This design comes from an exercise in tuning for small area on the open sky130 flow, not from production work.
Only simulation tests tie the RTL to the original design; equivalence was not proved.
The clock port is modelled as an ideal driver, which makes a skipped or thinned clock tree look cheaper than it is; a real chip needs a root buffer or a tree.
Power figures rest on the tool's default switching activity, not on a simulated workload.

==> inputs of run a <==
==> flow/design.v <==
module digit_cell (input en, input [3:0] q, output reg [3:0] nq, output reg co, output reg [6:0] seg);
    always @(*) begin
        case ({en, q})
            5'b00000: begin nq = 4'b0000; co = 1'b0; seg = 7'b1000000; end
            5'b00001: begin nq = 4'b0001; co = 1'b0; seg = 7'b0000010; end
            5'b00010: begin nq = 4'b1010; co = 1'b0; seg = 7'b0010000; end
            5'b00011: begin nq = 4'b0011; co = 1'b0; seg = 7'b0010000; end
            5'b00100: begin nq = 4'b0100; co = 1'b0; seg = 7'b1000000; end
            5'b00101: begin nq = 4'b0101; co = 1'b0; seg = 7'b0000000; end
            5'b00110: begin nq = 4'b1110; co = 1'b0; seg = 7'b0100100; end
            5'b00111: begin nq = 4'b0111; co = 1'b0; seg = 7'b0100100; end
            5'b01000: begin nq = 4'b1000; co = 1'b0; seg = 7'b1111000; end
            5'b01001: begin nq = 4'b1001; co = 1'b0; seg = 7'b0011010; end
            5'b01010: begin nq = 4'b1010; co = 1'b0; seg = 7'b0110000; end
            5'b01011: begin nq = 4'b1011; co = 1'b0; seg = 7'b0010010; end
            5'b01100: begin nq = 4'b1100; co = 1'b0; seg = 7'b1111001; end
            5'b01101: begin nq = 4'b1101; co = 1'b0; seg = 7'b0011001; end
            5'b01110: begin nq = 4'b1110; co = 1'b0; seg = 7'b0100100; end
            5'b01111: begin nq = 4'b1111; co = 1'b0; seg = 7'b0100100; end
            5'b10000: begin nq = 4'b1100; co = 1'b0; seg = 7'b1000000; end
            5'b10001: begin nq = 4'b1000; co = 1'b0; seg = 7'b0000010; end
            5'b10010: begin nq = 4'b1100; co = 1'b1; seg = 7'b0010000; end
            5'b10011: begin nq = 4'b0000; co = 1'b1; seg = 7'b0010000; end
            5'b10100: begin nq = 4'b0111; co = 1'b0; seg = 7'b1000000; end
            5'b10101: begin nq = 4'b0011; co = 1'b0; seg = 7'b0000000; end
            5'b10110: begin nq = 4'b1110; co = 1'b1; seg = 7'b0100100; end
            5'b10111: begin nq = 4'b0010; co = 1'b1; seg = 7'b0100100; end
            5'b11000: begin nq = 4'b0101; co = 1'b0; seg = 7'b1111000; end
            5'b11001: begin nq = 4'b0001; co = 1'b0; seg = 7'b0011010; end
            5'b11010: begin nq = 4'b1101; co = 1'b0; seg = 7'b0110000; end
            5'b11011: begin nq = 4'b0001; co = 1'b0; seg = 7'b0010010; end
            5'b11100: begin nq = 4'b1111; co = 1'b0; seg = 7'b1111001; end
            5'b11101: begin nq = 4'b1011; co = 1'b0; seg = 7'b0011001; end
            5'b11110: begin nq = 4'b1110; co = 1'b0; seg = 7'b0100100; end
            5'b11111: begin nq = 4'b1010; co = 1'b0; seg = 7'b0100100; end
            default: begin nq = 4'b0; co = 1'b0; seg = 7'b0; end
        endcase
    end
endmodule
module digit3_cell (input en, input [2:0] q, output reg [2:0] nq, output reg [6:0] seg);
    always @(*) begin
        case ({en, q})
            4'b0000: begin nq = 3'b000; seg = 7'b1000000; end
            4'b0001: begin nq = 3'b001; seg = 7'b1100000; end
            4'b0010: begin nq = 3'b010; seg = 7'b1011001; end
            4'b0011: begin nq = 3'b011; seg = 7'b1111001; end
            4'b0100: begin nq = 3'b100; seg = 7'b0110000; end
            4'b0101: begin nq = 3'b101; seg = 7'b0100100; end
            4'b0110: begin nq = 3'b110; seg = 7'b0011001; end
            4'b0111: begin nq = 3'b111; seg = 7'b0111101; end
            4'b1000: begin nq = 3'b011; seg = 7'b1000000; end
            4'b1001: begin nq = 3'b001; seg = 7'b1100000; end
            4'b1010: begin nq = 3'b111; seg = 7'b1011001; end
            4'b1011: begin nq = 3'b101; seg = 7'b1111001; end
            4'b1100: begin nq = 3'b110; seg = 7'b0110000; end
            4'b1101: begin nq = 3'b100; seg = 7'b0100100; end
            4'b1110: begin nq = 3'b110; seg = 7'b0011001; end
            4'b1111: begin nq = 3'b100; seg = 7'b0111101; end
            default: begin nq = 3'b0; seg = 7'b0; end
        endcase
    end
endmodule
module trim_gen (CLOCK_50,START,RST,ENCLK,DOUT,LEDR,HEX0,HEX1,HEX2,HEX3);
    input CLOCK_50, RST, START;
    output reg DOUT;
    output [17:0] LEDR;
    output ENCLK;
    output [6:0] HEX0, HEX1, HEX2, HEX3;
    localparam S_IDLE = 5'd0;
    localparam S_LOAD = 5'd1;
    localparam S_SH1  = 5'd2;    
    localparam S_SH13 = 5'd14;
    localparam S_IN1  = 5'd15;
    localparam S_IN2  = 5'd16;
    localparam S_IN3  = 5'd17;
    reg [2:0] cnt;           
    reg [4:0] s;
    reg [11:0] mirror;       
    reg cy;                  
    reg [3:0] d0, d1, d2;    
    reg [2:0] d3;
    wire [3:0] n0, n1, n2;
    wire [2:0] n3;
    wire c0, c1, c2;
    wire rise = (cnt == 3'd3);
    wire fall = (cnt == 3'd7);
    wire shift = (s >= S_SH1) && (s <= S_SH13);
    wire full = d0[0] & ~d0[2] & d1[1] & ~d1[3] & ~d3[0] & d3[1];
    always @(posedge CLOCK_50 or posedge RST)
        if (RST) cnt <= 3'd0;
        else cnt <= cnt + 3'd1;
    always @(posedge CLOCK_50 or posedge RST)
        if (RST) s <= S_IDLE;
        else if (fall) begin
            case (s)
                S_IDLE: if (START) s <= S_LOAD;
                S_SH13: s <= full ? S_IDLE : S_IN1;
                S_IN3:  s <= S_LOAD;
                default: s <= s + 5'd1;
            endcase
        end
    always @(posedge CLOCK_50 or posedge RST)
        if (RST) begin
            DOUT <= 1'b0;
            cy <= 1'b0;
            mirror <= 12'd0;
        end else if (rise) begin
            if (shift) begin
                mirror <= {DOUT, mirror[11:1]};
                cy <= cy & mirror[0];
                if (s != S_SH13) DOUT <= mirror[0] ^ cy;
            end else if (s == S_IN2) begin
                DOUT <= 1'b0;
                cy <= 1'b1;
            end
        end
    always @(posedge CLOCK_50 or posedge RST)
        if (RST) begin
            d0 <= 4'b0000; d1 <= 4'b0000; d2 <= 4'b0000; d3 <= 3'b000;
        end else begin
            d0 <= n0; d1 <= n1; d2 <= n2; d3 <= n3;
        end
    assign ENCLK = shift & cnt[2];
    assign LEDR = {6'd0, mirror};
    digit_cell  U0(.en(rise & (s == S_IN2)), .q(d0), .nq(n0), .co(c0), .seg(HEX0));
    digit_cell  U1(.en(c0), .q(d1), .nq(n1), .co(c1), .seg(HEX1));
    digit_cell  U2(.en(c1), .q(d2), .nq(n2), .co(c2), .seg(HEX2));
    digit3_cell U3(.en(c2), .q(d3), .nq(n3), .seg(HEX3));
endmodule
==> flow/flow/run.sh <==
#!/bin/bash
# The standard ORFS flow (the standard.sh) with:
#  - an area-oriented ABC script for synthesis (flow/abc.script), no adder cells
#  - sky130_fd_sc_hd__buf_1 as the port buffer
#  - one tie cell for the constant outputs
#  - a one-level clock tree (flow/clock_buffer.tcl) in place of clock_tree_synthesis
set -e
here=$(pwd)
rm -rf "$here/scripts_local"
cp -r "$FLOW_HOME/scripts" "$here/scripts_local"
cp "$here/flow/abc.script" "$here/scripts_local/abc_speed.script"
cp "$here/flow/abc.script" "$here/scripts_local/abc_area.script"
sed -i 's#^log_cmd clock_tree_synthesis {\*}$cts_args#source $::env(CLOCK_BUFFER_TCL)#' "$here/scripts_local/cts.tcl"
grep -q CLOCK_BUFFER_TCL "$here/scripts_local/cts.tcl"
export SCRIPTS_DIR="$here/scripts_local"
export ADDER_MAP_FILE=
export BUFFER_PORTS_ARGS="-buffer_cell sky130_fd_sc_hd__buf_1"
export SKIP_REPAIR_TIE_FANOUT=1
export CLOCK_BUFFER_TCL="$here/flow/clock_buffer.tcl"
export CLOCK_BUFFER_CELL=sky130_fd_sc_hd__clkbuf_8
export CLOCK_BUFFER_COUNT=3
bash standard.sh > standard.log 2>&1
==> flow/flow/abc.script <==
strash
&get -n
&deepsyn -J 200 -T 300
&put
dch -f
amap
topo
==> flow/flow/clock_buffer.tcl <==
# Replaces clock_tree_synthesis with a one-level clock tree: the register clock
# pins are split into CLOCK_BUFFER_COUNT groups by position (k-means), and each
# group gets one CLOCK_BUFFER_CELL at its centre, driven straight from the clock
# port. Every register is one buffer away from the port.
set block [ord::get_db_block]
set clk_src [get_name [lindex [get_property [lindex [all_clocks] 0] sources] 0]]
set clk_net [$block findNet $clk_src]
set k $::env(CLOCK_BUFFER_COUNT)
set pts {}
foreach it [$clk_net getITerms] {
  lassign [[$it getInst] getLocation] x y
  lappend pts [list $x $y [$it getInst] [$it getMTerm]]
}
set n [llength $pts]
# k-means, seeded with points spread along the sorted-by-x order
set sorted [lsort -integer -index 0 $pts]
set cent {}
for {set i 0} {$i < $k} {incr i} {
  set p [lindex $sorted [expr {int(($i + 0.5) * $n / $k)}]]
  lappend cent [list [lindex $p 0] [lindex $p 1]]
}
for {set iter 0} {$iter < 50} {incr iter} {
  set groups {}
  for {set i 0} {$i < $k} {incr i} { lappend groups {} }
  foreach p $pts {
    set best 0
    set bd 1e30
    for {set i 0} {$i < $k} {incr i} {
      lassign [lindex $cent $i] cx cy
      set d [expr {abs([lindex $p 0] - $cx) + abs([lindex $p 1] - $cy)}]
      if {$d < $bd} { set bd $d; set best $i }
    }
    lset groups $best [concat [lindex $groups $best] [list $p]]
  }
  set newcent {}
  for {set i 0} {$i < $k} {incr i} {
    set g [lindex $groups $i]
    if {[llength $g] == 0} { lappend newcent [lindex $cent $i]; continue }
    set sx 0; set sy 0
    foreach p $g { set sx [expr {$sx + [lindex $p 0]}]; set sy [expr {$sy + [lindex $p 1]}] }
    lappend newcent [list [expr {$sx / [llength $g]}] [expr {$sy / [llength $g]}]]
  }
  if {$newcent == $cent} break
  set cent $newcent
}
for {set i 0} {$i < $k} {incr i} {
  set g [lindex $groups $i]
  if {[llength $g] == 0} continue
  set pins {}
  foreach p $g {
    lappend pins [get_pins "[[lindex $p 2] getName]/[[lindex $p 3] getName]"]
  }
  lassign [lindex $cent $i] cx cy
  set x [ord::dbu_to_microns $cx]
  set y [ord::dbu_to_microns $cy]
  puts "Clock buffer $i: $::env(CLOCK_BUFFER_CELL) at ($x, $y) for [llength $g] registers"
  insert_buffer -buffer_cell $::env(CLOCK_BUFFER_CELL) -net $clk_src -load_pins $pins \
    -location [list $x $y] -buffer_name clkbuf_${i}_$clk_src -net_name clknet_${i}_$clk_src
}
foreach it [$clk_net getITerms] {
  foreach ot [[$it getInst] getITerms] {
    set net [$ot getNet]
    if { $net != "NULL" && [$ot isOutputSignal] } { $net setSigType CLOCK }
  }
}
set_propagated_clock [all_clocks]
==> flow/standard.sh <==
#!/bin/bash
# synth_recipe.tcl (not shown) runs the flow's synth.tcl, then flattens the netlist and writes it again
# the make line also repeats each setting of config.mk as NAME=value (left out here)
make -C /OpenROAD-flow-scripts/flow DESIGN_CONFIG=/design/flow/config.mk WORK_HOME=/design/flow/orfs CLKGATE_MAP_FILE= SYNTH_SCRIPT=/design/flow/synth_recipe.tcl "${@:-finish}"
==> flow/config.mk <==
export PLATFORM = sky130hd
export DESIGN_NAME = trim_gen
export DESIGN_NICKNAME = trim_gen
export VERILOG_FILES = /design/flow/design.v
export SDC_FILE = /design/flow/constraint.sdc
export NUM_CORES = 4
export LEC_CHECK = 0
export CAP_MARGIN = 20
export CORE_MARGIN = 2
export CORE_UTILIZATION = 40
export SLEW_MARGIN = 20
==> flow/constraint.sdc <==
create_clock -name core_clock -period 15.0 [get_ports {CLOCK_50}]
set_input_delay 3.0000 -clock core_clock [delete_from_list [all_inputs] [get_ports {CLOCK_50}]]
set_output_delay 3.0000 -clock core_clock [all_outputs]
set_load 0.01 [all_outputs]
==> run b (differences from run a) <==
--- a/flow/design.v
+++ b/flow/design.v
@@ -68,11 +68,3 @@
     output [6:0] HEX0, HEX1, HEX2, HEX3;
-    localparam S_IDLE = 5'd0;
-    localparam S_LOAD = 5'd1;
-    localparam S_SH1  = 5'd2;    
-    localparam S_SH13 = 5'd14;
-    localparam S_IN1  = 5'd15;
-    localparam S_IN2  = 5'd16;
-    localparam S_IN3  = 5'd17;
-    reg [2:0] cnt;           
-    reg [4:0] s;
+    wire mshift, last, incr;
     reg [11:0] mirror;       
@@ -84,19 +76,4 @@
     wire c0, c1, c2;
-    wire rise = (cnt == 3'd3);
-    wire fall = (cnt == 3'd7);
-    wire shift = (s >= S_SH1) && (s <= S_SH13);
     wire full = d0[0] & ~d0[2] & d1[1] & ~d1[3] & ~d3[0] & d3[1];
-    always @(posedge CLOCK_50 or posedge RST)
-        if (RST) cnt <= 3'd0;
-        else cnt <= cnt + 3'd1;
-    always @(posedge CLOCK_50 or posedge RST)
-        if (RST) s <= S_IDLE;
-        else if (fall) begin
-            case (s)
-                S_IDLE: if (START) s <= S_LOAD;
-                S_SH13: s <= full ? S_IDLE : S_IN1;
-                S_IN3:  s <= S_LOAD;
-                default: s <= s + 5'd1;
-            endcase
-        end
+    seq_ctl SEQ(.CLOCK_50(CLOCK_50), .RST(RST), .START(START), .full(full), .mshift(mshift), .last(last), .incr(incr), .ENCLK(ENCLK));
     always @(posedge CLOCK_50 or posedge RST)
@@ -106,8 +83,8 @@
             mirror <= 12'd0;
-        end else if (rise) begin
-            if (shift) begin
+        end else begin
+            if (mshift) begin
                 mirror <= {DOUT, mirror[11:1]};
                 cy <= cy & mirror[0];
-                if (s != S_SH13) DOUT <= mirror[0] ^ cy;
-            end else if (s == S_IN2) begin
+                if (!last) DOUT <= mirror[0] ^ cy;
+            end else if (incr) begin
                 DOUT <= 1'b0;
@@ -122,5 +99,4 @@
         end
-    assign ENCLK = shift & cnt[2];
     assign LEDR = {6'd0, mirror};
-    digit_cell  U0(.en(rise & (s == S_IN2)), .q(d0), .nq(n0), .co(c0), .seg(HEX0));
+    digit_cell  U0(.en(incr), .q(d0), .nq(n0), .co(c0), .seg(HEX0));
     digit_cell  U1(.en(c0), .q(d1), .nq(n1), .co(c1), .seg(HEX1));
@@ -129 +105,25 @@
 endmodule
+module seq_ctl(input CLOCK_50, input RST, input START, input full, output mshift, output last, output incr, output ENCLK);
+    reg [2:0] cnt; reg [4:0] s;
+    wire rise = (cnt == 3'd3);
+    wire fall = (cnt == 3'd7);
+    wire [31:0] shift_t = 32'b01111111111111000111111111111100;
+    wire [31:0] last_t = 32'b01000000000000000100000000000000;
+    wire [31:0] inc_t = 32'b01010101010101010000000000000000;
+    wire shift = shift_t[s];
+    assign last = last_t[s];
+    assign mshift = rise & shift;
+    assign incr = rise & inc_t[s];
+    wire [127:0] ns0_t = 128'b11111111111111110001010101010101111111111111111100010101010101001111111111111111010101010101010111111111111111110101010101010100;
+    wire [127:0] ns1_t = 128'b00000100010001000010011001100110000001000100010000100110011001100100010001000100011001100110011001000100010001000110011001100110;
+    wire [127:0] ns2_t = 128'b00111000011110000011100001111000001110000111100000111000011110000111100001111000011110000111100001111000011110000111100001111000;
+    wire [127:0] ns3_t = 128'b00111111100000000011111110000000001111111000000000111111100000000111111110000000011111111000000001111111100000000111111110000000;
+    wire [127:0] ns4_t = 128'b11010101010101011000000000000000110101010101010110000000000000001101010101010101100000000000000011010101010101011000000000000000;
+    wire [4:0] ns = {ns4_t[{full,START,s}],ns3_t[{full,START,s}],ns2_t[{full,START,s}],ns1_t[{full,START,s}],ns0_t[{full,START,s}]};
+    always @(posedge CLOCK_50 or posedge RST)
+        if (RST) cnt <= 3'd0; else cnt <= cnt + 3'd1;
+    always @(posedge CLOCK_50 or posedge RST)
+        if (RST) s <= 5'd0;
+        else if (fall) s <= ns;
+    assign ENCLK = shift & cnt[2];
+endmodule
--- a/flow/flow/run.sh
+++ b/flow/flow/run.sh
@@ -20,3 +20,3 @@
 export CLOCK_BUFFER_CELL=sky130_fd_sc_hd__clkbuf_8
-export CLOCK_BUFFER_COUNT=3
+export CLOCK_BUFFER_COUNT=2
 bash standard.sh > standard.log 2>&1
Settings changed: CORE_UTILIZATION 40 to 85, PLACE_DENSITY from default to 0.92.
==> run c (differences from run a) <==
--- a/flow/design.v
+++ b/flow/design.v
@@ -68,11 +68,3 @@
     output [6:0] HEX0, HEX1, HEX2, HEX3;
-    localparam S_IDLE = 5'd0;
-    localparam S_LOAD = 5'd1;
-    localparam S_SH1  = 5'd2;    
-    localparam S_SH13 = 5'd14;
-    localparam S_IN1  = 5'd15;
-    localparam S_IN2  = 5'd16;
-    localparam S_IN3  = 5'd17;
-    reg [2:0] cnt;           
-    reg [4:0] s;
+    wire mshift, last, incr;
     reg [11:0] mirror;       
@@ -84,19 +76,4 @@
     wire c0, c1, c2;
-    wire rise = (cnt == 3'd3);
-    wire fall = (cnt == 3'd7);
-    wire shift = (s >= S_SH1) && (s <= S_SH13);
     wire full = d0[0] & ~d0[2] & d1[1] & ~d1[3] & ~d3[0] & d3[1];
-    always @(posedge CLOCK_50 or posedge RST)
-        if (RST) cnt <= 3'd0;
-        else cnt <= cnt + 3'd1;
-    always @(posedge CLOCK_50 or posedge RST)
-        if (RST) s <= S_IDLE;
-        else if (fall) begin
-            case (s)
-                S_IDLE: if (START) s <= S_LOAD;
-                S_SH13: s <= full ? S_IDLE : S_IN1;
-                S_IN3:  s <= S_LOAD;
-                default: s <= s + 5'd1;
-            endcase
-        end
+    seq_ctl SEQ(.CLOCK_50(CLOCK_50), .RST(RST), .START(START), .full(full), .mshift(mshift), .last(last), .incr(incr), .ENCLK(ENCLK));
     always @(posedge CLOCK_50 or posedge RST)
@@ -106,8 +83,8 @@
             mirror <= 12'd0;
-        end else if (rise) begin
-            if (shift) begin
+        end else begin
+            if (mshift) begin
                 mirror <= {DOUT, mirror[11:1]};
                 cy <= cy & mirror[0];
-                if (s != S_SH13) DOUT <= mirror[0] ^ cy;
-            end else if (s == S_IN2) begin
+                if (!last) DOUT <= mirror[0] ^ cy;
+            end else if (incr) begin
                 DOUT <= 1'b0;
@@ -122,5 +99,4 @@
         end
-    assign ENCLK = shift & cnt[2];
     assign LEDR = {6'd0, mirror};
-    digit_cell  U0(.en(rise & (s == S_IN2)), .q(d0), .nq(n0), .co(c0), .seg(HEX0));
+    digit_cell  U0(.en(incr), .q(d0), .nq(n0), .co(c0), .seg(HEX0));
     digit_cell  U1(.en(c0), .q(d1), .nq(n1), .co(c1), .seg(HEX1));
@@ -129 +105,25 @@
 endmodule
+module seq_ctl(input CLOCK_50, input RST, input START, input full, output mshift, output last, output incr, output ENCLK);
+    reg [2:0] cnt; reg [4:0] s;
+    wire rise = (cnt == 3'd3);
+    wire fall = (cnt == 3'd7);
+    wire [31:0] shift_t = 32'b01111111111111000111111111111100;
+    wire [31:0] last_t = 32'b01000000000000000100000000000000;
+    wire [31:0] inc_t = 32'b01010101010101010000000000000000;
+    wire shift = shift_t[s];
+    assign last = last_t[s];
+    assign mshift = rise & shift;
+    assign incr = rise & inc_t[s];
+    wire [127:0] ns0_t = 128'b11111111111111110001010101010101111111111111111100010101010101001111111111111111010101010101010111111111111111110101010101010100;
+    wire [127:0] ns1_t = 128'b00000100010001000010011001100110000001000100010000100110011001100100010001000100011001100110011001000100010001000110011001100110;
+    wire [127:0] ns2_t = 128'b00111000011110000011100001111000001110000111100000111000011110000111100001111000011110000111100001111000011110000111100001111000;
+    wire [127:0] ns3_t = 128'b00111111100000000011111110000000001111111000000000111111100000000111111110000000011111111000000001111111100000000111111110000000;
+    wire [127:0] ns4_t = 128'b11010101010101011000000000000000110101010101010110000000000000001101010101010101100000000000000011010101010101011000000000000000;
+    wire [4:0] ns = {ns4_t[{full,START,s}],ns3_t[{full,START,s}],ns2_t[{full,START,s}],ns1_t[{full,START,s}],ns0_t[{full,START,s}]};
+    always @(posedge CLOCK_50 or posedge RST)
+        if (RST) cnt <= 3'd0; else cnt <= cnt + 3'd1;
+    always @(posedge CLOCK_50 or posedge RST)
+        if (RST) s <= 5'd0;
+        else if (fall) s <= ns;
+    assign ENCLK = shift & cnt[2];
+endmodule
==> summary.txt <==
Run b never finished: it broke off in global placement without I/O. Run a ran to the end with no violations. Run c finished clean.
Of run a and run c, run c has the higher total power (gap 13%, measured against run c).
Of run a and run c, run c has the higher via count (gap about 0.5%, measured against run c).
Against run a, the sequential share of layout area of run c is higher by 0.50 points.
Against run a, the synthesized area of run c is smaller by about 0.7%.
The clock cells of run a and run c come from the design's own scripts or RTL, not from TritonCTS.

==> port drivers added, routing unchanged <==
The flow's constraints put no driver on any port. The routed layouts listed below were extracted and timed again, unchanged, in two steps.
Step 1 (the two cells are an assumption about what drives the block):
set clk [get_ports {CLOCK_50}]
set_driving_cell -lib_cell sky130_fd_sc_hd__clkbuf_16 $clk
set_driving_cell -lib_cell sky130_fd_sc_hd__buf_2 [delete_from_list [all_inputs] $clk]
Step 2 times the ports against the registers' clock, not the clock port: input delays grow and output delays shrink by t, the midpoint of the rising clock arrivals with the driver on.
a / b / c = ideal ports / drivers / drivers and shift; a / b = the first two.
run	t (ns)	setup WS [ns]	worst setup path at the end	worst register clock-pin slew, ns
run a	0.179	10.669 / 10.629 / 10.808	register to output	0.09 / 0.09
run c	0.182	10.810 / 10.765 / 10.948	register to output	0.09 / 0.09
After both steps every run listed still meets setup and hold.
